Background: an optimization exercise with open tools, aiming at small area, a short achievable clock period and few clock cycles per item. Do not read the settings as production practice.
RTL that was checked went through simulation tests only; none was proved equivalent to the original.
No functional check of the RTL was part of runs 2 to 5.

===== flow/flow/run.sh =====
#!/bin/bash
# The standard layout (the standard.sh, unchanged synthesis) with three
# changes to how it is made:
#  - ports are buffered with a plain buffer (not a delay cell),
#  - the resizer may change a cell's drive strength even when that changes
#    the cell's width (MATCH_CELL_FOOTPRINT 0),
#  - timing repair aims for more setup slack than the design's clock needs.
set -euo pipefail
MARGIN=$(cat flow/margin.txt)
bash standard.sh SETUP_SLACK_MARGIN=$MARGIN MATCH_CELL_FOOTPRINT=0 \
  "BUFFER_PORTS_ARGS=-buffer_cell sky130_fd_sc_hd__buf_2" finish > run_make.log 2>&1

===== flow/flow/margin.txt =====
6.0

===== flow/standard.sh =====
#!/bin/bash
# synth_recipe.tcl (not shown) runs the flow's synth.tcl, then flattens the netlist and writes it again
# the make line also repeats each setting of config.mk as NAME=value (left out here)
make -C /OpenROAD-flow-scripts/flow DESIGN_CONFIG=/design/flow/config.mk WORK_HOME=/design/flow/orfs CLKGATE_MAP_FILE= SYNTH_SCRIPT=/design/flow/synth_recipe.tcl "${@:-finish}"

===== flow/config.mk =====
export PLATFORM = sky130hd
export DESIGN_NAME = e203_muldiv
export DESIGN_NICKNAME = e203_muldiv
export VERILOG_FILES = /design/flow/design.v
export SDC_FILE = /design/flow/constraint.sdc
export NUM_CORES = 8
export LEC_CHECK = 0
export ABC_AREA = 1
export CAP_MARGIN = 5
export CORE_MARGIN = 2
export CORE_UTILIZATION = 45
export CTS_BUF_LIST = sky130_fd_sc_hd__clkbuf_8 sky130_fd_sc_hd__clkbuf_16
export SLEW_MARGIN = 5

===== flow/constraint.sdc =====
create_clock -name core_clock -period 11.0 [get_ports {clk}]
set_input_delay 2.2000 -clock core_clock [delete_from_list [all_inputs] [get_ports {clk}]]
set_output_delay 2.2000 -clock core_clock [all_outputs]
set_load 0.01 [all_outputs]

===== flow/design.v =====
module e203_muldiv (
  input         clk,
  input         rst_n,
  input         i_valid,
  output        i_ready,
  input  [2:0]  i_op,
  input  [31:0] i_rs1,
  input  [31:0] i_rs2,
  output        o_valid,
  input         o_ready,
  output [31:0] o_wdat
);
  function [5:0] bitlen;
    input [31:0] v;
    integer i;
    begin
      bitlen = 0;
      for (i = 0; i < 32; i = i + 1)
        if (v[i]) bitlen = i + 1;
    end
  endfunction
  function [2:0] bsel;
    input [2:0] b;
    begin
      bsel[2] = b[0] ^ b[1];
      bsel[1] = (b[2] & ~b[1] & ~b[0]) | (~b[2] & b[1] & b[0]);
      bsel[0] = b[2];
    end
  endfunction
  reg busy, done;
  wire start = i_valid & ~busy;
  assign o_valid = done;
  assign i_ready = done & o_ready;
  wire fin = done & o_ready;
  reg        isdiv, rop, qneg, anr, bz, dsub;
  reg [3:0]  osl, osh;     
  reg        dnorm, dfix;     
  reg [5:0]  cnt;
  reg [34:0] mc;           
  reg [33:0] pl;
  reg [33:0] acc;          
  reg [2:0]  s0, s1;       
  reg        p0, p1;       
  wire op_div = i_op[2];
  wire [32:0] xin = {(i_op[1:0] != 2'd3) & i_rs1[31], i_rs1};
  wire [32:0] yin = {(i_op[1] == 1'b0) & i_rs2[31], i_rs2};
  function [1:0] wcls;
    input [32:0] v;
    begin
      if (v[32:8] == {25{v[32]}}) wcls = 2'd0;
      else if (v[32:12] == {21{v[32]}}) wcls = 2'd1;
      else if (v[32:16] == {17{v[32]}}) wcls = 2'd2;
      else wcls = 2'd3;
    end
  endfunction
  wire [1:0] cx = wcls(xin);
  wire [1:0] cy = wcls(yin);
  wire swap = cx < cy;
  wire [1:0] cm = swap ? cx : cy;
  wire [32:0] mpl = swap ? xin : yin;
  wire [32:0] mcd = swap ? yin : xin;
  wire [33:0] t0 = {34{mpl[0]}} & {mcd[32], mcd};
  wire a_neg = ~i_op[0] & i_rs1[31];
  wire b_neg = ~i_op[0] & i_rs2[31];
  wire [31:0] ax = i_rs1 ^ {32{a_neg}};
  wire [31:0] bx = i_rs2 ^ {32{b_neg}};
  wire [5:0] ma_c = bitlen(ax);
  wire [5:0] mb_c = bitlen(bx);
  wire bzero = (i_rs2 == 32'd0);
  function [31:0] pfor;
    input [31:0] v;
    integer i;
    begin
      pfor[31] = v[31];
      for (i = 30; i >= 0; i = i - 1) pfor[i] = pfor[i + 1] | v[i];
    end
  endfunction
  wire [31:0] ta0 = pfor(ax), tb0 = pfor(bx);
  wire [32:0] ta = a_neg ? {ta0, 1'b1} : {1'b0, ta0};
  wire [32:0] tb = {1'b0, tb0};
  wire dskip = bzero | (|(tb & ~ta));
  wire [5:0] qs = pl[5:0] + {5'd0, anr} - pl[11:6];
  function [37:0] pp;
    input [2:0] s;
    input [34:0] x;
    reg [37:0] xe;
    begin
      xe = {{3{x[34]}}, x};
      pp = (({38{s[2]}} & xe) | ({38{s[1]}} & {xe[36:0], 1'b0})) ^ {38{s[0]}};
    end
  endfunction
  wire [37:0] ra = {{4{acc[33]}}, acc};
  wire [37:0] rb = pp(s0, mc);
  wire [37:0] rc = {pp(s1, mc), {2{s1[0]}}};    
  wire [37:0] sx = ra ^ rb ^ rc;
  wire [37:0] cx1 = {(ra[36:0] & rb[36:0]) | (ra[36:0] & rc[36:0]) | (rb[36:0] & rc[36:0]), p0};
  wire [37:0] sum = sx + cx1 + {37'd0, p1};
  wire acc_ok = (sum[37] == anr);       
  always @(posedge clk or negedge rst_n) begin
    if (!rst_n) begin
      busy <= 1'b0;
      done <= 1'b0;
    end else if (fin) begin
      busy <= 1'b0;
      done <= 1'b0;
    end else if (start) begin
      busy <= 1'b1;
      done <= op_div & dskip;
    end else if (busy & ~done) begin
      done <= isdiv ? (dfix ? 1'b1 : dnorm ? 1'b0 : (cnt == 6'd1) & ~(rop ? anr : qneg))
                    : (cnt == 6'd1);
    end
  end
  wire [4:0] mnext = pl[8:4];
  always @(posedge clk) begin
    if (start) begin
      isdiv <= op_div;
      rop <= i_op[1];
      bz <= bzero;
      qneg <= (a_neg ^ b_neg) & ~dskip;
      osl <= (i_op[1:0] == 2'd0) ? (4'b0001 << cm) : 4'b0000;
      osh <= (i_op[1:0] != 2'd0) ? (4'b0001 << cm) : 4'b0000;
      anr <= a_neg;
      dsub <= ~(a_neg ^ b_neg);
      if (op_div) begin
        dnorm <= ~dskip;
        dfix <= 1'b0;
        acc <= {{2{a_neg}}, i_rs1};
        mc <= {{3{b_neg}}, i_rs2};
        pl <= {22'd0, {mb_c, ma_c} & {12{~dskip}}};    
        s0 <= {2'b00, a_neg};
        s1 <= 3'b000;
        p0 <= 1'b0;
        p1 <= 1'b0;
      end else begin
        dnorm <= 1'b0;
        dfix <= 1'b0;
        cnt <= (cm == 2'd0) ? 6'd2 : (cm == 2'd1) ? 6'd3 : (cm == 2'd2) ? 6'd4 : 6'd8;
        acc <= {t0[33], t0[33:1]};
        mc <= {{2{mcd[32]}}, mcd};
        pl <= {t0[0], mpl[32:1], 1'b0};
        s0 <= bsel({mpl[2:1], 1'b0});
        s1 <= bsel(mpl[4:2]);
        p0 <= mpl[2];
        p1 <= mpl[4];
      end
    end else if (busy & ~done) begin
      if (isdiv) begin
        if (dnorm) begin
          dnorm <= 1'b0;
          cnt <= qs + 6'd1;
          mc <= mc << qs;
          pl <= 34'd0;
          acc <= sum[33:0];
          s0 <= {2'b10, dsub};
          p0 <= dsub;
          p1 <= 1'b0;
        end else if (dfix) begin
          acc <= sum[33:0];
        end else begin
          cnt <= cnt - 6'd1;
          mc <= {mc[34], mc[34:1]};
          if (cnt == 6'd1 & ~rop & qneg) acc <= 34'd0;
          else if (acc_ok) acc <= sum[33:0];
          pl <= {pl[32:0], acc_ok};
          if (cnt == 6'd1) begin
            dfix <= rop ? anr : qneg;
            mc <= {2'b00, pl[31:0], acc_ok};
            s0 <= rop ? 3'b000 : 3'b101;
            p0 <= ~rop;
            p1 <= rop;
          end
        end
      end else begin
        cnt <= cnt - 6'd1;
        acc <= sum[37:4];
        pl <= {sum[3:0], pl[33:4]};
        s0 <= bsel(mnext[2:0]);
        s1 <= bsel(mnext[4:2]);
        p0 <= mnext[2];
        p1 <= mnext[4];
      end
    end
  end
  wire [63:0] p0w = {{21{acc[33]}}, acc, pl[33:25]};
  wire [63:0] p1w = {{17{acc[33]}}, acc, pl[33:21]};
  wire [63:0] p2w = {{13{acc[33]}}, acc, pl[33:17]};
  wire [63:0] p3w = {acc[30:0], pl[33:1]};
  wire [31:0] mres = ({32{osl[0]}} & p0w[31:0]) | ({32{osl[1]}} & p1w[31:0])
                   | ({32{osl[2]}} & p2w[31:0]) | ({32{osl[3]}} & p3w[31:0])
                   | ({32{osh[0]}} & p0w[63:32]) | ({32{osh[1]}} & p1w[63:32])
                   | ({32{osh[2]}} & p2w[63:32]) | ({32{osh[3]}} & p3w[63:32]);
  wire [31:0] dres = (rop | qneg) ? acc[31:0] : (bz ? 32'hFFFFFFFF : pl[31:0]);
  assign o_wdat = isdiv ? dres : mres;
endmodule

==> results_dict.tcl, run 1 <==
set metrics [dict create \
    outcome "complete, no violations" \
    wl_um 93800 \
    drtIter0Drc 3239 \
    crit_chain "clkbuf_4, nor4_1, nand4_1, nand2_1, nand3_2, nor2_4, ha_4, nand2_4, nand2_8, buf_16, o21ai_0, o21ai_0, nand2_1, nand3_1" \
    cts-htree-levels 4 \
    grt_pass1_vias 20000 \
    cts_root_buf "clkbuf_16" \
    critPathCaptureType "register" \
    cp.buffers_inverters 2 \
    areaGrowthSynthToFinish_pct 15.7 \
    netlist_instances 2683 \
    die_area_mm2 0.0415 \
    coreArea_mm2 0.0395 \
    ys_seq_area_frac 0.225 \
    die_h_um 204 \
    cts.sinks 135 \
    tightest_slew_ps 1050 \
    ys.flop_type "edfxtp_1" \
    synth_cell_type_count 62 \
    synth_area_mm2 0.0179 \
    period_needed_ps 5030 \
    grtUsageTotal 0.437 \
    layout_commonest_cell "nand2_1" \
    yosys_warnings 1 \
    rows 73 \
    placed_area_mm2 0.0188 \
    synth-edff-count 132 \
    critPathTopFamily "simple AND/OR/NAND/NOR gates" \
    die_x_um 204 \
    clkLatencyLatePin_ps 460 \
    start_kind "input pin" \
    finClkSkew_ps 12.7 \
    setup_viol 0 \
    synthArstFlopShare 0.0148 \
    fillCellCount 4030 \
    dr.pass1.iters 9 \
    fmaxAchievable_ghz 0.199 \
    path_class "in2reg" \
    start_util 0.453 \
    cp.arrival_ps 5220 \
    detail-route-antenna-nets 0 \
    syn-num-nets 2846 \
    finalSetupTns_ps 0 \
    via_count 21800 \
    rsz0062_at_grt "true" \
    avgSynthCellArea_um2 6.68 \
    antenna_found_initial 3 \
    max_cap_violations 0 \
    grt_max_degree 75 \
    fin_area_mm2 0.0207 \
    relSlewSlack 0.297 \
    nNetsFinal 2919 \
    drc 0 \
    max_stage_delay_ps 620 \
    drive_above_1_share 0.140 \
    maxSlewViolCount 0 \
    clockBufferDepth 2 \
    grt_pass1_wl_um 132000 \
    cts_tree "done" \
    clk_pin_slew_ps 70 \
    crit_path_max_fanout 36 \
    gp_congestion 1.05 \
    hold_viol 0 \
    cp_slowest_cell "nor4_1" \
    hpwl_um 70400 \
    numPortBuffers 104 \
    wire_per_inst_um 28.4 \
    finalCritPeriodShare 0.458 \
    required_ps 11180 \
    io_pins 105 \
    most-common-layout-cells "540 x nand2_1, 304 x inv_1, 284 x o21ai_0" \
    ys_ff_latch 135 \
    hold_buffers 0 \
    gr-total-overflow 0 \
    hp-class "reg2reg" \
    cts-buffers-inserted 17 \
    routed_via_density 6.61 \
]
[routing by layer]
metal | share of wire | up-vias | global-route usage | wire length, um
met5 | 0.00067 | - | 0 | 63
met4 | 0.076 | 4 | 0.274 | 7120
met3 | 0.13 | 354 | 0.136 | 12400
met2 | 0.43 | 1614 | 0.658 | 39900
met1 | 0.36 | 10300 | 0.545 | 34200
li1 | - | 9519 | - | -
[final timing paths]
kind | from | to | slack [ps] | cells after the start
max | i_rs2[31] | mc[16] | 5970 | 14
min | dfix | dfix | 540 | 2
max reg2reg | s0[2] | acc[8] | 6140 | 26
min reg2reg | dfix | dfix | 540 | 2
max in group asynchronous | rst_n | busy | 9400 | 1
min in group asynchronous | rst_n | done | 1510 | 1
[cell usage after synthesis, types with 3 or more instances]
cell | n | share of area
a221o_1 | 4 | 0.0022
clkinv_1 | 10 | 0.0021
a22oi_1 | 45 | 0.019
fa_1 | 40 | 0.045
inv_1 | 313 | 0.066
o21ai_0 | 321 | 0.090
nor2_2 | 5 | 0.0017
xor2_1 | 126 | 0.062
o211ai_1 | 27 | 0.011
xnor2_1 | 19 | 0.0093
o31ai_1 | 9 | 0.0038
buf_1 | 23 | 0.0048
a31oi_1 | 20 | 0.0070
o21bai_1 | 5 | 0.0021
buf_2 | 8 | 0.0022
xor2_2 | 3 | 0.0027
nor2_4 | 5 | 0.0031
a32o_1 | 3 | 0.0017
o2111ai_1 | 5 | 0.0024
o22ai_1 | 128 | 0.045
a21boi_1 | 3 | 0.0013
o41ai_1 | 3 | 0.0015
a221oi_1 | 20 | 0.0098
o311ai_0 | 3 | 0.0015
nand4_1 | 13 | 0.0045
a211oi_1 | 5 | 0.0021
a21oi_1 | 180 | 0.050
nor3_1 | 39 | 0.011
nand2_1 | 557 | 0.12
nand3_1 | 111 | 0.031
ha_1 | 52 | 0.036
inv_2 | 10 | 0.0021
nor4_1 | 24 | 0.0084
mux2i_1 | 19 | 0.011
clkbuf_1 | 122 | 0.026
nor2_1 | 174 | 0.036
o221ai_1 | 52 | 0.025
o21ai_1 | 7 | 0.0020
a211o_1 | 3 | 0.0015
or2_2 | 7 | 0.0024
edfxtp_1 | 132 | 0.22
[repair_timing]
action | CTS | global route
pin swaps | 16 | 47
endpoints found under the setup margin | 169 | 132
resized for setup | 96 | 105
gates cloned | 6 | 7
buffers inserted | 22 | 38
[sequential cells by signal, summed over array words and instances (netlist names), 3 cells and up]
name	flops
osh	4
osl	4
mc	35
pl	34
s0	3
s1	3
acc	34
cnt	6
[layout make-up]
type	instances	area [um^2]	share of cell area
sequential	135	4030	0.194
tap	525	657	0.0317
timing repair inverter	4	25.0	0.00121
timing repair buffer	203	1520	0.0735
clock buffer	17	425	0.0205
inverter	334	1290	0.0624
antenna	2	5.00	0.000241
multi-input combinational	2061	12600	0.608
clock inverter	15	156	0.00754
[logic make-up after synthesis]
group | Yosys count | share of synthesized area
and+or+nand+nor | 941 | 0.219
muxes | 19 | 0.0106
adders and majority gates | 92 | 0.0810
AOI/OAI and AO/OA | 857 | 0.285
xor gates and xnor gates | 148 | 0.0736
DFF | 135 | 0.225
buffers and inverters | 491 | 0.106
[metrics by stage]
stage | util | setup WS [ps] | std cells | hold WS (ps)
2_1_floorplan | - | 6040 | 2683 | 484
6_report | 0.524 | 5970 | 3296 | 542
3_5_place_dp | 0.475 | 4360 | 3189 | 520
5_1_grt | 0.524 | 5890 | 3294 | 551
3_3_place_gp | 0.475 | 4410 | 3189 | 509
4_1_cts | 0.504 | 6000 | 3249 | 531
[worst register-to-register path: stages, from the launching register on]
cell and delay [ps]:
edfxtp_1 440, clkinvlp_4 160, buf_12 160, o22ai_2 200, xor2_2 190, fa_1 480, ha_4 280, a21oi_1 150
o21a_1 150, nand2_2 80, a21boi_2 180, o21ai_2 90, a21boi_2 200, o21ai_2 120, a21oi_2 210, o21bai_2 90
nand2_1 80, nand2_2 90, a21oi_4 230, o211ai_1 180, nand2_2 170, nand2_2 90, nand2_2 70, nand2_2 60
nand2_4 130, clkinvlp_4 170, clkbuf_16 190
Testbench counts, summed over its fixed seeds: cycles 160,453, ops 24,000.
==> run 2: changes to the inputs <==
--- a/flow/design.v
+++ b/flow/design.v
@@ -80,5 +80,6 @@
   wire [32:0] tb = {1'b0, tb0};
   wire dskip = bzero | (|(tb & ~ta));
-  wire [5:0] qs = pl[5:0] + {5'd0, anr} - pl[11:6];
+  wire [5:0] qs_c = ma_c + {5'd0, a_neg} - mb_c;
+  wire [5:0] qs = pl[5:0];
   function [37:0] pp;
     input [2:0] s;
@@ -128,5 +129,6 @@
         acc <= {{2{a_neg}}, i_rs1};
         mc <= {{3{b_neg}}, i_rs2};
-        pl <= {22'd0, {mb_c, ma_c} & {12{~dskip}}};    
+        pl <= {28'd0, qs_c & {6{~dskip}}};    
+        cnt <= qs_c + 6'd1;
         s0 <= {2'b00, a_neg};
         s1 <= 3'b000;
@@ -149,5 +151,4 @@
         if (dnorm) begin
           dnorm <= 1'b0;
-          cnt <= qs + 6'd1;
           mc <= mc << qs;
           pl <= 34'd0;
--- a/flow/config.mk
+++ b/flow/config.mk
@@ -6,8 +6,7 @@
 export NUM_CORES = 8
 export LEC_CHECK = 0
-export ABC_AREA = 1
-export CAP_MARGIN = 5
+export CAP_MARGIN = 20
 export CORE_MARGIN = 2
-export CORE_UTILIZATION = 45
+export CORE_UTILIZATION = 55
 export CTS_BUF_LIST = sky130_fd_sc_hd__clkbuf_8 sky130_fd_sc_hd__clkbuf_16
-export SLEW_MARGIN = 5
+export SLEW_MARGIN = 20
==> run 2 against run 1 <==
Register-to-register slack lost 80 ps. Clock-buffer cell count stayed put.
==> results_dict.tcl, run 2 <==
set metrics [dict create \
    outcome "complete, no violations" \
    drtIter0Drc 3841 \
    grt_max_degree 72 \
    hp-class "reg2reg" \
    cts_root_buf "clkbuf_16" \
    maxSlewViolCount 0 \
    clk_pin_slew_ps 60 \
    required_ps 11180 \
    wire_per_inst_um 32.1 \
    hpwl_um 62300 \
    tightest_slew_ps 1140 \
    cts-buffers-inserted 17 \
    top_usage_layer "met2" \
    path_class "in2reg" \
    die_x_um 187 \
    finalSetupTns_ps 0 \
    synth_cell_type_count 93 \
    routed_via_density 7.74 \
    cts_tree "done" \
    synth_area_mm2 0.0185 \
    grtUsageTotal 0.495 \
    nNetsFinal 2519 \
    layout_commonest_cell "nand2_1" \
    fmaxAchievable_ghz 0.168 \
    rsz0062_at_grt "true" \
    grt_pass1_wl_um 130000 \
    period_needed_ps 5950 \
    synth_area_leaders "edfxtp_1 21%, a22oi_1 6.8%, xnor2_1 5.4%" \
    clockBufferDepth 2 \
    finalCritPeriodShare 0.541 \
    largestRegisters "mc: 35 flops, acc: 34 flops, pl: 34 flops" \
    fin_area_mm2 0.0216 \
    io_pins 105 \
    netlist_instances 2359 \
    globalRouteMet1Util 0.618 \
    numPortBuffers 104 \
    hold_buffers 0 \
    crit_path_max_fanout 14 \
    post-place-cells 2691 \
    start_util 0.555 \
    die_area_mm2 0.0351 \
    cp.arrival_ps 6140 \
    gp_congestion 1.06 \
    start_kind "input pin" \
    relSlewSlack 0.233 \
    drc 0 \
    synthTopCellsByCount "259 x nand2_1, 200 x clkbuf_1, 181 x a21oi_1, 168 x a22oi_1, 158 x o21ai_0" \
    dr.pass1.iters 14 \
    drive_above_1_share 0.184 \
    yosysMostFrequentCell "nand2_1" \
    top_register "mc" \
    max_cap_violations 0 \
    ys_ff_latch 135 \
    synth-edff-count 132 \
    hold_viol 0 \
    detail-route-antenna-nets 0 \
    grt_pass1_vias 20000 \
    grt_use_met3 0.181 \
    most-common-layout-cells "256 x nand2_1, 168 x a21oi_1, 165 x a22oi_1" \
    yosys_warnings 1 \
    via_count 21800 \
    die_h_um 187 \
    syn-num-nets 2523 \
    synth_top_cell_by_area "edfxtp_1" \
    clkLatencyLatePin_ps 440 \
    reg2reg_depth 16 \
    coreArea_mm2 0.0334 \
    final_cells 2821 \
    rows 67 \
    largest_reg_flops 35 \
    gr-total-overflow 0 \
    setup_viol 0 \
    cts.sinks 135 \
    holdPathStages 2 \
    ys.flop_type "edfxtp_1" \
    critPathCaptureType "register" \
    placed_area_mm2 0.0189 \
    cts-htree-levels 4 \
    finClkSkew_ps 14.3 \
    wl_um 90600 \
    ys_seq_area_frac 0.218 \
    antenna_found_initial 4 \
    met2_usage 0.716 \
    avgSynthCellArea_um2 7.84 \
    synth_top_area_share 0.214 \
    areaGrowthSynthToFinish_pct 16.9 \
    synthArstFlopShare 0.0148 \
]
run 2: cell count changes after synthesis, sizes merged, moves of 67 or more:
cell and change:
clkbuf +79, o22ai -104, inv -268, mux2i +67, nand2 -301, nand3 -73
o21ai -162, xor2 -108, xnor2 +95, a22oi +123
run 2: worst paths after layout:
path	startpoint	to	slack [ps]
worst max-delay path	i_rs1[8]	pl[4]	5050
worst min-delay path	busy	busy	580
worst max register to register	s0[0]	acc[14]	6060
worst min register to register	busy	busy	580
max in group asynchronous	rst_n	busy	9370
min in group asynchronous	rst_n	done	1540
run 2: metal layers:
metal | part of all wire | vias up
li1 | - | 8976
met1 | 0.35 | 10200
met2 | 0.41 | 2102
met3 | 0.16 | 538
met4 | 0.085 | 2
met5 | 0.000099 | -
run 2: repair_timing:
action / CTS / global route
pin swaps: 42 / 68
setup buffers: 37 / 37
gates cloned: 12 / 3
setup endpoints to repair: 141 / 90
resized for setup: 122 / 132
run 2: cells by family after synthesis:
logic type | Yosys count | share of synthesized area
AO/OA/AOI/OAI | 863 | 0.318
XOR/XNOR | 135 | 0.0639
adder cells (fa/ha/maj) | 93 | 0.0791
buffers and inverters | 313 | 0.0677
flip-flops | 135 | 0.218
multiplexers | 111 | 0.0707
AND/OR/NAND/NOR | 709 | 0.182
run 2: final cells by class:
type | count | area, um^2
inverters | 60 | 238
flip-flops and latches | 135 | 4030
clock inverters | 15 | 186
diodes | 5 | 12.5
multi-input cells | 1914 | 14200
fillers | 2942 | 11700
clock buffers | 17 | 425
repair buffers | 225 | 2000
repair inverters | 2 | 17.5
well taps | 448 | 561
run 2: critical path: stages:
cell	delay [ps]
clkbuf_4	210
or3_1	400
nand2_1	90
o221ai_2	80
a222oi_1	310
buf_4	210
o21ai_2	60
a21boi_2	210
o221ai_2	170
nand3_2	120
a21oi_1	60
o22a_1	230
ha_1	290
inv_2	40
ha_4	150
fa_2	420
a21oi_2	150
nor2_1	60
nor2_2	140
xnor2_2	90
buf_4	140
a221o_1	290
run 2: stage by stage:
stage	setup slack, ps	util	hold slack, ps
global placement	3570	0.568	545
global route	4910	0.648	634
floorplan	4910	-	510
finish	5050	0.649	578
detailed placement	3500	0.568	569
CTS	5050	0.617	579
==> run 3: changes to the inputs <==
--- a/flow/design.v
+++ b/flow/design.v
@@ -60,5 +60,13 @@
   wire [32:0] mpl = swap ? xin : yin;
   wire [32:0] mcd = swap ? yin : xin;
-  wire [33:0] t0 = {34{mpl[0]}} & {mcd[32], mcd};
+  wire [33:0] tx = {34{xin[0]}} & {yin[32], yin};
+  wire [33:0] ty = {34{yin[0]}} & {xin[32], xin};
+  wire [33:0] t0 = swap ? tx : ty;
+  wire [7:0] bx0 = {bsel({xin[2:1], 1'b0}), bsel(xin[4:2]), xin[2], xin[4]};
+  wire [7:0] by0 = {bsel({yin[2:1], 1'b0}), bsel(yin[4:2]), yin[2], yin[4]};
+  wire [7:0] bs0 = swap ? bx0 : by0;
+  wire [3:0] ohx = 4'b0001 << cx;
+  wire [3:0] ohy = 4'b0001 << cy;
+  wire [3:0] ohm = swap ? ohx : ohy;
   wire a_neg = ~i_op[0] & i_rs1[31];
   wire b_neg = ~i_op[0] & i_rs2[31];
@@ -80,6 +88,5 @@
   wire [32:0] tb = {1'b0, tb0};
   wire dskip = bzero | (|(tb & ~ta));
-  wire [5:0] qs_c = ma_c + {5'd0, a_neg} - mb_c;
-  wire [5:0] qs = pl[5:0];
+  wire [5:0] qs = pl[5:0] + {5'd0, anr} - pl[11:6];
   function [37:0] pp;
     input [2:0] s;
@@ -120,6 +127,6 @@
       bz <= bzero;
       qneg <= (a_neg ^ b_neg) & ~dskip;
-      osl <= (i_op[1:0] == 2'd0) ? (4'b0001 << cm) : 4'b0000;
-      osh <= (i_op[1:0] != 2'd0) ? (4'b0001 << cm) : 4'b0000;
+      osl <= (i_op[1:0] == 2'd0) ? ohm : 4'b0000;
+      osh <= (i_op[1:0] != 2'd0) ? ohm : 4'b0000;
       anr <= a_neg;
       dsub <= ~(a_neg ^ b_neg);
@@ -129,6 +136,5 @@
         acc <= {{2{a_neg}}, i_rs1};
         mc <= {{3{b_neg}}, i_rs2};
-        pl <= {28'd0, qs_c & {6{~dskip}}};    
-        cnt <= qs_c + 6'd1;
+        pl <= {22'd0, {mb_c, ma_c} & {12{~dskip}}};    
         s0 <= {2'b00, a_neg};
         s1 <= 3'b000;
@@ -138,12 +144,9 @@
         dnorm <= 1'b0;
         dfix <= 1'b0;
-        cnt <= (cm == 2'd0) ? 6'd2 : (cm == 2'd1) ? 6'd3 : (cm == 2'd2) ? 6'd4 : 6'd8;
+        cnt <= {2'b00, ohm[3], ohm[2], ohm[1] | ohm[0], ohm[1]};    
         acc <= {t0[33], t0[33:1]};
         mc <= {{2{mcd[32]}}, mcd};
         pl <= {t0[0], mpl[32:1], 1'b0};
-        s0 <= bsel({mpl[2:1], 1'b0});
-        s1 <= bsel(mpl[4:2]);
-        p0 <= mpl[2];
-        p1 <= mpl[4];
+        {s0, s1, p0, p1} <= bs0;
       end
     end else if (busy & ~done) begin
@@ -151,4 +154,5 @@
         if (dnorm) begin
           dnorm <= 1'b0;
+          cnt <= qs + 6'd1;
           mc <= mc << qs;
           pl <= 34'd0;
==> run 3 against run 2 <==
Via count decreased by 1.6%. Synthesized cell count decreased by 0.59%. Core utilization shrank 0.55 points. Setup slack improved by 830 ps. Wire length is 2.1% lower. Final cell count is 1.2% lower. Largest cell class unchanged. Highest routed layer unchanged.
==> results_dict.tcl, run 3 <==
set metrics [dict create \
    outcome "complete, no violations" \
    clockBufferDepth 2 \
    required_ps 11170 \
    cts-htree-levels 4 \
    finalCritPeriodShare 0.465 \
    synth_area_mm2 0.0183 \
    hold_buffers 0 \
    synth_top_cell_by_area "edfxtp_1" \
    critPathTopFamily "simple AND/OR/NAND/NOR gates" \
    die_x_um 186 \
    largestRegisters "mc: 35 flops, acc: 34 flops, pl: 34 flops" \
    cts_tree "done" \
    pre_cts_ws_ps 3840 \
    critPathCaptureType "register" \
    setup_ws_ps 5880 \
    period_needed_ps 5120 \
    gp_congestion 1.09 \
    antenna_found_initial 3 \
    detail-route-antenna-nets 0 \
    cp.arrival_ps 5290 \
    coreArea_mm2 0.0326 \
    io_pins 105 \
    whs_ps 711 \
    synth_top_area_share 0.217 \
    rows 66 \
    wl_um 88700 \
    cp_slowest_cell "or4_4" \
    grt_pass1_vias 19500 \
    cts_root_buf "clkbuf_16" \
    rsz0062_at_grt "true" \
    ys.flop_type "edfxtp_1" \
    drtIter0Drc 4042 \
    crit_path_max_fanout 7 \
    yosysMostFrequentCell "nand2_1" \
    top_register "mc" \
    start_util 0.561 \
    ys_seq_area_frac 0.220 \
    hpwl_um 61700 \
    grt_max_degree 77 \
    cp.buffers_inverters 3 \
    relSlewSlack 0.178 \
    synth-edff-count 132 \
    netlist_instances 2345 \
    most-common-layout-cells "260 x nand2_1, 175 x o21ai_0, 163 x a22oi_1" \
    die_area_mm2 0.0347 \
    crit_chain "buf_12, or4_4, nand4b_1, a21oi_2, and2_4, ha_4, nor2b_4, a221oi_4, buf_12, mux2i_1, inv_1, nand2_1, o21ai_0" \
    cts.sinks 135 \
    areaGrowthSynthToFinish_pct 14.6 \
    cts-buffers-inserted 17 \
    r2r_slack_ps 6060 \
    setup_viol 0 \
    layout_commonest_cell "nand2_1" \
    yosys_warnings 1 \
    synth_area_leaders "edfxtp_1 22%, a22oi_1 7.1%, nand2_1 5.3%" \
    synth_cell_type_count 89 \
    synthArstFlopShare 0.0148 \
    via_count 21500 \
    hold_viol 0 \
    die_h_um 186 \
    synthTopCellsByCount "260 x nand2_1, 211 x clkbuf_1, 193 x o21ai_0, 172 x a22oi_1, 167 x nor2_1" \
    clk_pin_slew_ps 70 \
    nNetsFinal 2493 \
    wire_per_inst_um 31.8 \
    tightest_slew_ps 1230 \
    grtUsageTotal 0.488 \
    clkLatencyLatePin_ps 450 \
    finalSetupTns_ps 0 \
    syn-num-nets 2509 \
    maxSlewViolCount 0 \
    gr-total-overflow 0 \
    numPortBuffers 104 \
    max_cap_violations 0 \
    dr.pass1.iters 21 \
    routed_via_density 7.71 \
    drive_above_1_share 0.171 \
    drc 0 \
    grt_pass1_wl_um 128000 \
    avgSynthCellArea_um2 7.80 \
    max_stage_delay_ps 540 \
    largest_reg_flops 35 \
    start_kind "input pin" \
    ys_ff_latch 135 \
    fmaxAchievable_ghz 0.195 \
    hp-class "reg2reg" \
    crit_path_frequent_cell "buf_12" \
    finClkSkew_ps 13.4 \
    path_class "in2reg" \
]
-- run 3: cell types whose count changed in the layout (fill, tap and decap cells not counted), moves of 10 or more --
| cell | previous run | this run |
|---|---|---|
| a21oi_1 | 168 | 142 |
| a221oi_1 | 38 | 21 |
| a222oi_1 | 20 | 30 |
| buf_2 | 83 | 98 |
| buf_6 | 17 | 7 |
| nor2_1 | 141 | 160 |
| nor3_1 | 53 | 34 |
| o21ai_0 | 149 | 175 |
| o21ai_1 | 15 | 36 |
-- run 3: worst register-to-register path, stage by stage, from the launching register on --
cell and delay, ps:
edfxtp_1 730, inv_1 140, ha_1 370, fa_4 1170
mux2_2 430, o21ai_0 240, o21ai_0 250, o21ai_0 500
nor2_1 70, o21ai_0 520, o221ai_1 230
-- run 3: cell type report --
cell class | count | area, um^2
repair buffers | 215 | 1740
multi-input cells | 1911 | 13900
diodes | 2 | 5.00
well taps | 442 | 553
fillers | 2906 | 11600
inverters | 49 | 196
flip-flops and latches | 135 | 4030
clock buffers | 18 | 439
clock inverters | 14 | 160
-- run 3: kinds of logic after synthesis --
family	share of synthesized area
AOI/OAI and AO/OA	0.324
and+or+nand+nor	0.182
buffers and inverters	0.0624
adders and majority gates	0.0800
xor gates and xnor gates	0.0627
muxes	0.0684
DFF	0.220
-- run 3: worst paths after layout --
kind	from	end	cells past startpoint
worst max-delay path	i_rs2[25]	cnt[3]	13
worst min-delay path	mc[9]	mc[8]	4
worst max register to register	pl[7]	mc[28]	10
worst min register to register	mc[9]	mc[8]	4
max in group asynchronous	rst_n	busy	1
min in group asynchronous	rst_n	done	1
-- run 3: what timing repair did --
item / CTS / global route
setup buffers: 38 / 20
endpoints found under the hold margin: 0 / 0
pin swaps: 18 / 36
setup endpoints to repair: 158 / 113
cloned: 7 / 4
resized for setup: 92 / 83
-- run 3: layer usage --
layer / global-route usage / up-vias / share of wire
met4: 0.333 / 2 / 0.090
li1: - / 8896 / -
met2: 0.699 / 2082 / 0.40
met5: 0 / - / 0.00081
met1: 0.621 / 9977 / 0.34
met3: 0.166 / 533 / 0.16
-- run 3: through the flow --
| step | area (um^2) | utilization | instances |
|---|---|---|---|
| global route | 21000 | 0.643 | 2785 |
| CTS | 20300 | 0.622 | 2756 |
| finish | 21000 | 0.643 | 2786 |
| global placement | 18900 | 0.580 | 2679 |
| floorplan | 18600 | - | 2345 |
| detailed placement | 18900 | 0.580 | 2679 |
==> run 4: changes to the inputs <==
--- a/flow/config.mk
+++ b/flow/config.mk
@@ -6,7 +6,8 @@
 export NUM_CORES = 8
 export LEC_CHECK = 0
+export ABC_AREA = 1
 export CAP_MARGIN = 20
 export CORE_MARGIN = 2
-export CORE_UTILIZATION = 55
+export CORE_UTILIZATION = 45
 export CTS_BUF_LIST = sky130_fd_sc_hd__clkbuf_8 sky130_fd_sc_hd__clkbuf_16
 export SLEW_MARGIN = 20
==> run 4 against run 3 <==
Area after synthesis fell by 3.0%. Final cell count rose by 17%. Fmax rose by 0.82%. Flip-flop and latch count did not move. Setup slack improved by 42 ps. Clock skew fell by 1.8 ps. Synthesized cell count rose by 11%. Sequential share of layout area barely moved. Die area rose by 18%. Final area rose by 0.25%. Critical path type is now reg2out.
==> results_dict.tcl, run 4 <==
set metrics [dict create \
    cp_slowest_cell "edfxtp_1" \
    yosysMostFrequentCell "nand2_1" \
    crit_path_max_fanout 11 \
    synth-edff-count 132 \
    cts_root_buf "clkbuf_16" \
    detail-route-antenna-nets 0 \
    start_util 0.457 \
    areaGrowthSynthToFinish_pct 18.4 \
    layout_commonest_cell "nand2_1" \
    synth_area_mm2 0.0178 \
    hp-class "reg2reg" \
    outcome "complete, no violations" \
    critPathCaptureType "output pin" \
    min_from "dfix" \
    numPortBuffers 104 \
    yosys_warnings 1 \
    crit_chain "clkinvlp_4, o22ai_1, a221o_1, a221oi_1, a31oi_1, a21oi_2, inv_1, buf_2" \
    gp_congestion 1.09 \
    drc 0 \
    pre_cts_ws_ps 4220 \
    clockBufferDepth 2 \
    ys.flop_type "edfxtp_1" \
    dr.pass1.iters 8 \
    top_register "mc" \
    period_needed_ps 5080 \
    ys_seq_area_frac 0.227 \
    grt_pass1_vias 20300 \
    holdPathEnd "dfix" \
    via_count 22500 \
    synth_area_leaders "edfxtp_1 22%, nand2_1 11%, o21ai_0 8.7%" \
    hpwl_um 77100 \
    die_h_um 203 \
    cts-htree-levels 4 \
    largest_reg_flops 35 \
    clk_pin_slew_ps 60 \
    finClkSkew_ps 11.5 \
    routed_via_density 6.92 \
    max_cap_violations 0 \
    drive_above_1_share 0.166 \
    nNetsFinal 2889 \
    synthArstFlopShare 0.0148 \
    clkLatencyLatePin_ps 440 \
    finalCritPeriodShare 0.462 \
    drtIter0Drc 4260 \
    wl_um 103000 \
    gr-total-overflow 0 \
    synth_top_area_share 0.223 \
    synthTopCellsByCount "501 x nand2_1, 310 x o21ai_0, 296 x inv_1, 201 x nor2_1, 175 x a21oi_1" \
    start_kind "register" \
    finalSetupTns_ps 0 \
    synth_cell_type_count 66 \
    fmaxAchievable_ghz 0.197 \
    grtUsageTotal 0.482 \
    setup_viol 0 \
    tightest_slew_ps 1270 \
    reg2reg_to "mc[26]" \
    holdPathStages 2 \
    reg2reg_depth 12 \
    r2r_slack_ps 5980 \
    path_class "reg2out" \
    hold_buffers 0 \
    relSlewSlack 0.145 \
    ys_ff_latch 135 \
    antenna_found_initial 8 \
    final_cells 3259 \
    die_area_mm2 0.0411 \
    synth_top_cell_by_area "edfxtp_1" \
    worstSetupStartpoint "osl[1]" \
    max_stage_delay_ps 560 \
    worstReg2RegStart "pl[7]" \
    cp.arrival_ps 2880 \
    wire_per_inst_um 31.7 \
    cts_tree "done" \
    syn-num-nets 2775 \
    die_x_um 203 \
    hold_viol 0 \
    avgSynthCellArea_um2 6.80 \
    cts-buffers-inserted 17 \
    grt_max_degree 71 \
    rows 72 \
    io_pins 105 \
    maxSlewViolCount 0 \
    rsz0062_at_grt "true" \
    netlist_instances 2611 \
    largestRegisters "mc: 35 flops, acc: 34 flops, pl: 34 flops" \
    setup_ws_ps 5920 \
    coreArea_mm2 0.0388 \
    post-place-cells 3111 \
    cts.sinks 135 \
    required_ps 8800 \
    most-common-layout-cells "484 x nand2_1, 289 x o21ai_0, 271 x inv_1" \
    grt_pass1_wl_um 142000 \
]
## run 4: cell count changes after synthesis, moves of 25 or more
cell	delta
clkbuf_1	-90
xnor2_1	-91
xor2_1	+105
a21oi_1	+25
inv_1	+249
o22ai_1	+122
a22oi_1	-136
nand2_1	+241
nor2_1	+34
mux2i_1	-57
o21ai_0	+117
or3_1	-53
a222oi_1	-30
## run 4: metrics by stage
| step | hold WS, ps | util | cell area (um^2) |
|---|---|---|---|
| 2_1_floorplan | 490 | - | 17800 |
| 3_3_place_gp | 519 | 0.478 | 18600 |
| 3_5_place_dp | 535 | 0.478 | 18600 |
| 4_1_cts | 543 | 0.514 | 20000 |
| 5_1_grt | 566 | 0.541 | 21000 |
| 6_report | 569 | 0.542 | 21000 |
## run 4: area by class of cell
| cell class | count | area, um^2 |
|---|---|---|
| Antenna cell | 3 | 7.51 |
| Clock buffer | 17 | 425 |
| Clock inverter | 15 | 130 |
| Fill cell | 3912 | 17800 |
| Inverter | 310 | 1260 |
| Multi-Input combinational cell | 2014 | 12600 |
| Sequential cell | 135 | 4030 |
| Tap cell | 518 | 648 |
| Timing Repair Buffer | 238 | 1820 |
| Timing Repair inverter | 9 | 60.1 |
## run 4: per-layer routing
layer,part of all wire,vias to the layer above,routed length [um],global-route usage
met4,0.093,10,9570,0.325
met5,0.00059,-,61,0
met1,0.34,10400,35500,0.595
li1,-,9390,-,-
met2,0.40,2182,41800,0.705
met3,0.16,562,16300,0.173
## run 4: worst max path at each step
stage | to | slack (ps)
2_1_floorplan | acc[0] | 6010
5_1_grt | acc[25] | 5860
3_5_place_dp | acc[18] | 4220
4_1_cts | pl[3] | 5950
3_3_place_gp | mc[17] | 4200
6_report | o_wdat[1] | 5920
## run 4: critical path: cells and delay by family, from the launching register on
family          cells  cell delay, ps
compound gates      5            1320
buf+inv             3             540
flops               1             560
## run 4: cells by family after synthesis
| kind of cell | share of synthesized area |
|---|---|
| AO/OA/AOI/OAI | 0.291 |
| XOR/XNOR | 0.0752 |
| adder cells (fa/ha/maj) | 0.0824 |
| buffers and inverters | 0.102 |
| flip-flops | 0.227 |
| multiplexers | 0.0124 |
| AND/OR/NAND/NOR | 0.210 |
## run 4: repair_timing
item                                    in CTS  in global routing
gates cloned                                13                  5
pin swaps                                   12                 49
gates resized for setup                    121                123
setup buffers                               41                 54
endpoints found under the setup margin     135                128
==> run 5: changes to the inputs <==
--- a/flow/config.mk
+++ b/flow/config.mk
@@ -7,7 +7,7 @@
 export LEC_CHECK = 0
 export ABC_AREA = 1
-export CAP_MARGIN = 20
+export CAP_MARGIN = 5
 export CORE_MARGIN = 2
 export CORE_UTILIZATION = 45
 export CTS_BUF_LIST = sky130_fd_sc_hd__clkbuf_8 sky130_fd_sc_hd__clkbuf_16
-export SLEW_MARGIN = 20
+export SLEW_MARGIN = 5
==> run 5 against run 4 <==
Register-to-register slack is essentially flat. Setup slack did not move. Flip-flop and latch count unchanged. Area after synthesis unchanged. Core utilization unchanged. Clock-buffer cell count unchanged. Synthesized cell count is the same. Critical path type unchanged. Sequential share of layout area did not move. Final cell count unchanged. Global-route usage is the same.
==> results_dict.tcl, run 5 <==
set metrics [dict create \
    rsz0062_at_grt "true" \
    layout_commonest_cell "nand2_1" \
    hpwl_um 77100 \
    required_ps 8800 \
    gr-total-overflow 0 \
    avgSynthCellArea_um2 6.80 \
    largest_reg_flops 35 \
    synthTopCellsByCount "501 x nand2_1, 310 x o21ai_0, 296 x inv_1, 201 x nor2_1, 175 x a21oi_1" \
    synth_cell_type_count 66 \
    post-place-cells 3111 \
    largestRegisters "mc: 35 flops, acc: 34 flops, pl: 34 flops" \
    crit_path_max_fanout 11 \
    dr.pass1.iters 8 \
    hold_buffers 0 \
    io_pins 105 \
    synth_top_area_share 0.223 \
    maxSlewViolCount 0 \
    clkLatencyLatePin_ps 440 \
    ys_seq_area_frac 0.227 \
    cts_root_buf "clkbuf_16" \
    grt_pass1_vias 20300 \
    numPortBuffers 104 \
    top_register "mc" \
    wire_per_inst_um 31.7 \
    cp.buffers_inverters 3 \
    netlist_instances 2611 \
    grtUsageTotal 0.482 \
    start_util 0.457 \
    cts.sinks 135 \
    die_h_um 203 \
    critPathTopFamily "compound AO/OA/AOI/OAI gates" \
    finClkSkew_ps 11.5 \
    drc 0 \
    cts_tree "done" \
    gp_congestion 1.09 \
    outcome "complete, no violations" \
    synth_area_mm2 0.0178 \
    pre_cts_ws_ps 4220 \
    syn-num-nets 2775 \
    max_stage_delay_ps 560 \
    path_class "reg2out" \
    finalCritPeriodShare 0.462 \
    fillCellCount 3912 \
    critPathCaptureType "output pin" \
    die_x_um 203 \
    wl_um 103000 \
    nNetsFinal 2889 \
    setup_ws_ps 5920 \
    detail-route-antenna-nets 0 \
    setup_viol 0 \
    cp.arrival_ps 2880 \
    hold_viol 0 \
    yosysMostFrequentCell "nand2_1" \
    drive_above_1_share 0.166 \
    ys.flop_type "edfxtp_1" \
    rows 72 \
    grt_pass1_wl_um 142000 \
    coreArea_mm2 0.0388 \
    clk_pin_slew_ps 60 \
    cp_slowest_cell "edfxtp_1" \
    via_count 22500 \
    crit_chain "clkinvlp_4, o22ai_1, a221o_1, a221oi_1, a31oi_1, a21oi_2, inv_1, buf_2" \
    tightest_slew_ps 1270 \
    synth_top_cell_by_area "edfxtp_1" \
    cts-buffers-inserted 17 \
    start_kind "register" \
    ys_ff_latch 135 \
    drtIter0Drc 4260 \
    hp-class "reg2reg" \
    grt_max_degree 71 \
    antenna_found_initial 8 \
    clockBufferDepth 2 \
    yosys_warnings 1 \
    final_cells 3259 \
    areaGrowthSynthToFinish_pct 18.4 \
    finalSetupTns_ps 0 \
    routed_via_density 6.92 \
    fmaxAchievable_ghz 0.197 \
    max_cap_violations 0 \
    synth_area_leaders "edfxtp_1 22%, nand2_1 11%, o21ai_0 8.7%" \
    die_area_mm2 0.0411 \
    synth-edff-count 132 \
    relSlewSlack 0.145 \
    synthArstFlopShare 0.0148 \
    cts-htree-levels 4 \
    period_needed_ps 5080 \
    most-common-layout-cells "484 x nand2_1, 289 x o21ai_0, 271 x inv_1" \
]
run 5: cell counts after synthesis:
Identical to the previous run, type by type.
run 5: logic make-up after synthesis:
logic type,share of synthesized area
adders and majority gates,0.0824
xor gates and xnor gates,0.0752
muxes,0.0124
buffers and inverters,0.102
AOI/OAI and AO/OA,0.291
DFF,0.227
and+or+nand+nor,0.210
run 5: repair_timing:
item                                    in CTS  in global routing
buffers inserted                            41                 54
resized for setup                          121                123
gates cloned                                13                  5
endpoints found under the setup margin     135                128
pin swaps                                   12                 49
run 5: path summary, 6_finish.rpt:
path	startpoint	to	slack (ps)	depth (start not counted)
worst max-delay path	osl[1]	o_wdat[1]	5920	8
min in group asynchronous	rst_n	done	1530	1
worst min-delay path	dfix	dfix	570	2
worst max register to register	pl[7]	mc[26]	5980	12
max in group asynchronous	rst_n	busy	9370	1
worst min register to register	dfix	dfix	570	2
run 5: per-stage QoR:
step | instance area [um^2] | hold slack (ps) | utilization
6_report | 21000 | 569 | 0.542
5_1_grt | 21000 | 566 | 0.541
4_1_cts | 20000 | 543 | 0.514
3_5_place_dp | 18600 | 535 | 0.478
3_3_place_gp | 18600 | 519 | 0.478
2_1_floorplan | 17800 | 490 | -
run 5: layout make-up:
cell class,instances,area [um^2],share of cell area
antenna,3,7.51,0.000357
clock buffer,17,425,0.0202
clock inverter,15,130,0.00619
inverter,310,1260,0.0598
multi-input combinational,2014,12600,0.601
sequential,135,4030,0.192
tap,518,648,0.0308
timing repair buffer,238,1820,0.0866
timing repair inverter,9,60.1,0.00286
run 5: metal layers:
metal	vias to the layer above	wire length (um)	GRT usage
met3	562	16300	0.173
met2	2182	41800	0.705
li1	9390	-	-
met1	10400	35500	0.595
met4	10	9570	0.325
met5	-	61	0
run 5: worst reg2reg max path: cells and delay by family (launching register included):
family	cells	cell delay [ps]
adder cells (fa/ha/maj)	2	880
XOR/XNOR	1	170
AO/OA/AOI/OAI	4	1400
buffers and inverters	3	1340
AND/OR/NAND/NOR	2	320
flip-flops	1	620
==> run 6: changes to the inputs <==
--- a/flow/design.v
+++ b/flow/design.v
@@ -45,17 +45,10 @@
   wire [32:0] xin = {(i_op[1:0] != 2'd3) & i_rs1[31], i_rs1};
   wire [32:0] yin = {(i_op[1] == 1'b0) & i_rs2[31], i_rs2};
-  function [1:0] wcls;
-    input [32:0] v;
-    begin
-      if (v[32:8] == {25{v[32]}}) wcls = 2'd0;
-      else if (v[32:12] == {21{v[32]}}) wcls = 2'd1;
-      else if (v[32:16] == {17{v[32]}}) wcls = 2'd2;
-      else wcls = 2'd3;
-    end
-  endfunction
-  wire [1:0] cx = wcls(xin);
-  wire [1:0] cy = wcls(yin);
-  wire swap = cx < cy;
-  wire [1:0] cm = swap ? cx : cy;
+  wire fx0 = (xin[32:8] == {25{xin[32]}}), fy0 = (yin[32:8] == {25{yin[32]}});
+  wire fx1 = (xin[32:12] == {21{xin[32]}}), fy1 = (yin[32:12] == {21{yin[32]}});
+  wire fx2 = (xin[32:16] == {17{xin[32]}}), fy2 = (yin[32:16] == {17{yin[32]}});
+  wire swap = (fx0 & ~fy0) | (fx1 & ~fy1) | (fx2 & ~fy2);
+  wire f0 = fx0 | fy0, f1 = fx1 | fy1, f2 = fx2 | fy2;
+  wire [3:0] ohm = {~f2, f2 & ~f1, f1 & ~f0, f0};
   wire [32:0] mpl = swap ? xin : yin;
   wire [32:0] mcd = swap ? yin : xin;
@@ -66,7 +59,4 @@
   wire [7:0] by0 = {bsel({yin[2:1], 1'b0}), bsel(yin[4:2]), yin[2], yin[4]};
   wire [7:0] bs0 = swap ? bx0 : by0;
-  wire [3:0] ohx = 4'b0001 << cx;
-  wire [3:0] ohy = 4'b0001 << cy;
-  wire [3:0] ohm = swap ? ohx : ohy;
   wire a_neg = ~i_op[0] & i_rs1[31];
   wire b_neg = ~i_op[0] & i_rs2[31];
==> run 6 against run 5 <==
Still clean on timing, DRC and antenna. Hold slack better by 22 ps. Global-route usage decreased by 3.8 points. First-iteration DRC count fell by 15%. Die area is essentially flat. Core utilization fell by 2.6 points. Final cell count down 3.1%. Fmax is 1.8% higher. Clock-buffer cell count stayed put. Register-to-register slack better by 240 ps. Critical endpoint is now acc[31].
==> results_dict.tcl, run 6 <==
set metrics [dict create \
    start_kind "input pin" \
    antenna_found_initial 5 \
    worstReg2RegStart "s0[0]" \
    outcome "complete, no violations" \
    multi_input_area_mm2 0.0124 \
    relSlewSlack 0.158 \
    whs_ps 591 \
    reg2reg_to "acc[33]" \
    coreArea_mm2 0.0388 \
    routed_via_density 6.85 \
    maxSlewViolCount 0 \
    synthTopCellsByCount "515 x nand2_1, 268 x o21ai_0, 265 x inv_1, 204 x a21oi_1, 182 x nor2_1" \
    rows 72 \
    largestRegisters "mc: 35 flops, acc: 34 flops, pl: 34 flops" \
    synth_top_cell_by_area "edfxtp_1" \
    grtUsageTotal 0.444 \
    hp-class "reg2reg" \
    grt_pass1_wl_um 133000 \
    drive_above_1_share 0.120 \
    crit_chain "clkbuf_4, clkinv_4, buf_4, o21ai_2, inv_1, nand3_1, o41ai_2, nand2_2, nor2_4, nand3_2, nand2_4, buf_12, inv_2, nand2_4, buf_12, o21ai_2, nand3_1, o41ai_2, a211oi_2, a31oi_1" \
    yosysMostFrequentCell "nand2_1" \
    synth_area_mm2 0.0177 \
    synth_top_area_share 0.223 \
    gp_congestion 1.04 \
    hpwl_um 71900 \
    period_needed_ps 4990 \
    die_x_um 203 \
    avgSynthCellArea_um2 6.90 \
    drc 0 \
    hold_viol 0 \
    io_pins 105 \
    cp_slowest_cell "o41ai_2" \
    rsz0062_at_grt "true" \
    top_register "mc" \
    required_ps 11190 \
    grt_pass1_vias 19900 \
    finClkSkew_ps 9.70 \
    finalCritPeriodShare 0.454 \
    seq_area_mm2 0.00403 \
    routed.top_layer "met5" \
    areaGrowthSynthToFinish_pct 12.9 \
    synth_area_leaders "edfxtp_1 22%, nand2_1 11%, o21ai_0 7.6%" \
    clkLatencyLatePin_ps 450 \
    ys_ff_latch 135 \
    clk_pin_slew_ps 60 \
    largest_reg_flops 35 \
    fin_util 0.516 \
    cts-htree-levels 4 \
    nNetsFinal 2782 \
    routed-wl-met2_um 39500 \
    yosys_warnings 1 \
    worstSetupStartpoint "i_op[0]" \
    start_util 0.457 \
    layout_commonest_cell "nand2_1" \
    wl_um 94900 \
    setup_viol 0 \
    wire_per_inst_um 30.1 \
    most-common-layout-cells "509 x nand2_1, 261 x inv_1, 259 x o21ai_0" \
    drtIter0Drc 3609 \
    numPortBuffers 104 \
    gr-total-overflow 0 \
    die_h_um 203 \
    dr.pass1.iters 8 \
    hold_buffers 0 \
    grt_max_degree 73 \
    via_count 21600 \
    synth-edff-count 132 \
    cts_root_buf "clkbuf_16" \
    critPathCapture "acc[31]" \
    tightest_slew_ps 1260 \
    clockBufferDepth 2 \
    wl_met1_um 34900 \
    r2r_slack_ps 6220 \
    max_cap_violations 0 \
    cp.arrival_ps 5180 \
    fmaxAchievable_ghz 0.200 \
    finalSetupTns_ps 0 \
    cts-buffers-inserted 17 \
    max_stage_delay_ps 390 \
    synth_cell_type_count 70 \
    ys_seq_area_frac 0.227 \
    netlist_instances 2573 \
    synthArstFlopShare 0.0148 \
    cts.sinks 135 \
    crit_path_max_fanout 19 \
    ys.flop_type "edfxtp_1" \
    cts_tree "done" \
    reg2reg_depth 26 \
    path_class "in2reg" \
    syn-num-nets 2735 \
    fillCellCount 3938 \
    dr_wl_met3_um 12300 \
    detail-route-antenna-nets 0 \
    critPathCaptureType "register" \
    die_area_mm2 0.0410 \
]
[run 6: final cells by class]
cell class | count | area share
clock buffer | 17 | 0.0212
inverter | 284 | 0.0551
clock inverter | 15 | 0.00643
sequential | 135 | 0.201
timing repair inverter | 6 | 0.00212
multi-input combinational | 2001 | 0.617
antenna | 6 | 0.000749
timing repair buffer | 175 | 0.0635
tap | 518 | 0.0324
[run 6: through the flow]
step	setup WS [ps]	std cells	instance area (um^2)
floorplan	6010	2573	17800
global placement	4610	3074	18600
detailed placement	4510	3074	18600
CTS	5980	3123	19500
global route	5930	3151	20000
finish	6010	3157	20000
[run 6: worst max-delay path: cells and delay by family]
kind            cells  cell delay, ps
buf+inv             7             990
simple gates        7             860
compound gates      6            1110
[run 6: what timing repair did]
item	CTS	global route
pin swaps	8	21
cloned	5	7
setup buffers	12	21
endpoints found under the setup margin	143	110
gates resized for setup	64	64
[run 6: worst min-delay path by stage]
stage,cells after the start,slack (ps),endpoint,start
6_report,2,590,busy,busy
5_1_grt,2,640,dfix,dfix
4_1_cts,2,600,mc[0],mc[1]
3_5_place_dp,2,580,mc[0],mc[1]
3_3_place_gp,3,560,busy,done
2_1_floorplan,2,500,dfix,dfix
[run 6: cell families after synthesis]
logic type	share of synthesized area
AOI/OAI and AO/OA	0.305
and+or+nand+nor	0.196
buffers and inverters	0.0965
xor gates and xnor gates	0.0793
DFF	0.227
adders and majority gates	0.0811
muxes	0.0141
[run 6: metal layers]
layer | track usage | vias to the layer above
met4 | 0.298 | 2
met3 | 0.112 | 404
met1 | 0.568 | 10100
met2 | 0.661 | 1836
met5 | 0 | -
li1 | - | 9229
Testbench counts of run 6, summed over its fixed seeds: cycles 160,453, ops 24,000.
==> run 7: changes to the inputs <==
==> flow/flow/margin.txt (replaced) <==
6.1
==> run 7 against run 6 <==
Global-route usage up 0.56 points. Setup slack improved by 110 ps. Critical path depth down 15. Highest routed layer unchanged. Core utilization is 1.8 points higher. Die area unchanged. Clock-buffer cell count is the same. Hold slack lost 5.5 ps. Sequential share of layout area shrank 0.67 points.
==> results_dict.tcl, run 7 <==
set metrics [dict create \
    max_cap_violations 0 \
    top_usage_layer "met2" \
    most-common-layout-cells "502 x nand2_1, 257 x o21ai_0, 254 x inv_1" \
    ys.flop_type "edfxtp_1" \
    synth_cell_type_count 70 \
    rows 72 \
    hp-class "reg2reg" \
    finalSetupTns_ps 0 \
    areaGrowthSynthToFinish_pct 16.8 \
    cts-buffers-inserted 17 \
    critPathTopFamily "buffers and inverters" \
    path_class "reg2out" \
    cts.sinks 135 \
    grt_pass1_vias 20000 \
    grtUsageTotal 0.450 \
    hold_viol 0 \
    max_stage_delay_ps 810 \
    wl_um 96700 \
    via_count 21800 \
    start_kind "register" \
    met2_usage 0.674 \
    final_cells 3204 \
    maxSlewViolCount 0 \
    hpwl_um 72600 \
    start_util 0.457 \
    avgSynthCellArea_um2 6.90 \
    grt_max_degree 81 \
    top_register "mc" \
    post-place-cells 3071 \
    cts_tree "done" \
    fmaxAchievable_ghz 0.205 \
    synth_top_cell_by_area "edfxtp_1" \
    drtIter0Drc 3847 \
    syn-num-nets 2735 \
    routed_via_density 6.81 \
    relSlewSlack 0.265 \
    tightest_slew_ps 1100 \
    gp_congestion 1.08 \
    finalCritPeriodShare 0.443 \
    largest_reg_flops 35 \
    drive_above_1_share 0.150 \
    synth-edff-count 132 \
    synth_area_mm2 0.0177 \
    r2r_slack_ps 6130 \
    holdPathEnd "busy" \
    critPathCaptureType "output pin" \
    numPortBuffers 104 \
    setup_viol 0 \
    period_needed_ps 4880 \
    gr-total-overflow 0 \
    drc 0 \
    io_pins 105 \
    coreArea_mm2 0.0388 \
    cp.depth 5 \
    reg2reg_depth 25 \
    rsz0062_at_grt "true" \
    largestRegisters "mc: 35 flops, acc: 34 flops, pl: 34 flops" \
    cp.buffers_inverters 3 \
    nNetsFinal 2827 \
    crit_path_max_fanout 18 \
    ys_seq_area_frac 0.227 \
    cp_slowest_cell "edfxtp_1" \
    clk_pin_slew_ps 60 \
    holdPathStages 2 \
    required_ps 8800 \
    die_h_um 203 \
    grt_pass1_wl_um 135000 \
    dr.pass1.iters 10 \
    outcome "complete, no violations" \
    layout_commonest_cell "nand2_1" \
    grt_use_met3 0.122 \
    wire_per_inst_um 30.2 \
    clockBufferDepth 2 \
    cts_root_buf "clkbuf_16" \
    cp.arrival_ps 2680 \
    synthTopCellsByCount "515 x nand2_1, 268 x o21ai_0, 265 x inv_1, 204 x a21oi_1, 182 x nor2_1" \
    ys_ff_latch 135 \
    die_x_um 203 \
    synthArstFlopShare 0.0148 \
    yosys_warnings 1 \
    synth_top_area_share 0.223 \
    hold_buffers 0 \
    finClkSkew_ps 9.75 \
    detail-route-antenna-nets 0 \
    yosysMostFrequentCell "nand2_1" \
    clkLatencyLatePin_ps 450 \
    worstReg2RegStart "s0[2]" \
    netlist_instances 2573 \
    globalRouteMet1Util 0.563 \
    die_area_mm2 0.0410 \
    cts-htree-levels 4 \
    min_from "busy" \
    synth_area_leaders "edfxtp_1 22%, nand2_1 11%, o21ai_0 7.6%" \
    reg2reg_to "acc[28]" \
    crit_chain "clkinvlp_4, a31oi_1, a21oi_1, inv_1, buf_2" \
    antenna_found_initial 8 \
]
==> run 7: layout make-up <==
class,count,area (um^2)
Antenna cell,8,20.0
Clock buffer,17,425
Clock inverter,15,151
Fill cell,3870,18100
Inverter,284,1130
Multi-Input combinational cell,2001,12600
Sequential cell,135,4030
Tap cell,518,648
Timing Repair Buffer,217,1650
Timing Repair inverter,9,65.1
==> run 7: metal layers <==
metal	wire [um]	up-vias
li1	-	9323
met5	30	-
met3	13000	456
met1	34600	10200
met2	40500	1870
met4	8530	4
==> run 7: repair_timing <==
item,CTS,global route
setup buffers,33,42
resized for setup,82,104
setup endpoints to repair,164,121
cloned,11,7
pin swaps,12,41
endpoints found under the hold margin,0,0
==> run 7: logic make-up after synthesis <==
kind of cell               count (synthesis)  share of synthesized area
buffers and inverters                    438                     0.0965
muxes                                     25                     0.0141
DFF                                      135                      0.227
adders and majority gates                 91                     0.0811
xor gates and xnor gates                 149                     0.0793
AOI/OAI and AO/OA                        885                      0.305
and+or+nand+nor                          850                      0.196
==> run 7: how the worst max path moves through the flow <==
stage                            to       from  slack (ps)
after global placement       mc[30]  i_rs2[31]        4480
after floorplan              acc[0]      s0[2]        6130
after detailed placement     mc[30]  i_rs2[31]        4440
final                     o_wdat[9]         bz        6120
after global routing        acc[30]      s1[2]        6010
after CTS                     pl[4]    i_op[0]        6100
==> run 7: worst reg2reg max path, stage by stage (launching register included) <==
cell and delay [ps]:
edfxtp_1 420, clkinvlp_4 170, buf_4 160, buf_4 130
o22ai_2 150, xor2_1 260, fa_1 500, ha_4 250
a21oi_1 130, a21boi_2 220, o21ai_2 100, a21boi_2 180
inv_1 80, a21oi_2 200, o21ai_2 100, a21oi_2 190
o21ai_2 120, xor2_2 190, inv_1 90, nand2_1 60
nand2_2 120, o21ai_2 70, o21ai_2 150, buf_4 140
clkinvlp_4 200, clkbuf_16 250
==> run 7: stage by stage <==
step | setup WS [ps] | cell area (um^2) | utilization | hold slack (ps)
6_report | 6120 | 20700 | 0.534 | 586
2_1_floorplan | 6130 | 17800 | - | 495
4_1_cts | 6100 | 19800 | 0.510 | 588
3_3_place_gp | 4480 | 18600 | 0.478 | 555
3_5_place_dp | 4440 | 18600 | 0.478 | 580
5_1_grt | 6010 | 20700 | 0.533 | 613

[what the ideal ports hide]
Ports are ideal in the flow. The routed layouts listed here were re-timed in OpenROAD. Step 1 (the two cells are an assumption about what drives the block):
set clk [get_ports {clk}]
set_driving_cell -lib_cell sky130_fd_sc_hd__clkbuf_16 $clk
set_driving_cell -lib_cell sky130_fd_sc_hd__buf_2 [delete_from_list [all_inputs] $clk]
Step 2 times the ports against the registers' clock, not the clock port: input delays grow and output delays shrink by t, the midpoint of the rising clock arrivals with the driver on. Slacks: ideal ports / drivers / drivers and shift; pairs: ideal ports / drivers.
| run | shift t [ns] | setup WS [ns] | latest minus earliest clock arrival (ns) |
|---|---|---|---|
| run 1 | 0.504 | 5.966 / 5.947 / 5.489 | 0.013 / 0.013 |
| run 2 | 0.490 | 5.046 / 4.926 / 4.436 | 0.015 / 0.015 |
| run 3 | 0.494 | 5.880 / 5.889 / 5.395 | 0.014 / 0.014 |
| run 4 | 0.487 | 5.922 / 5.874 / 5.480 | 0.012 / 0.012 |
| run 5 | 0.487 | 5.922 / 5.874 / 5.480 | 0.012 / 0.012 |
| run 6 | 0.504 | 6.011 / 5.988 / 5.532 | 0.010 / 0.011 |
| run 7 | 0.504 | 6.122 / 6.066 / 5.650 | 0.010 / 0.010 |
After both steps every run listed still meets setup and hold. The setup slack of run 2, which loses most, moves by -0.120 ns with the drivers and by -0.610 ns with both steps.
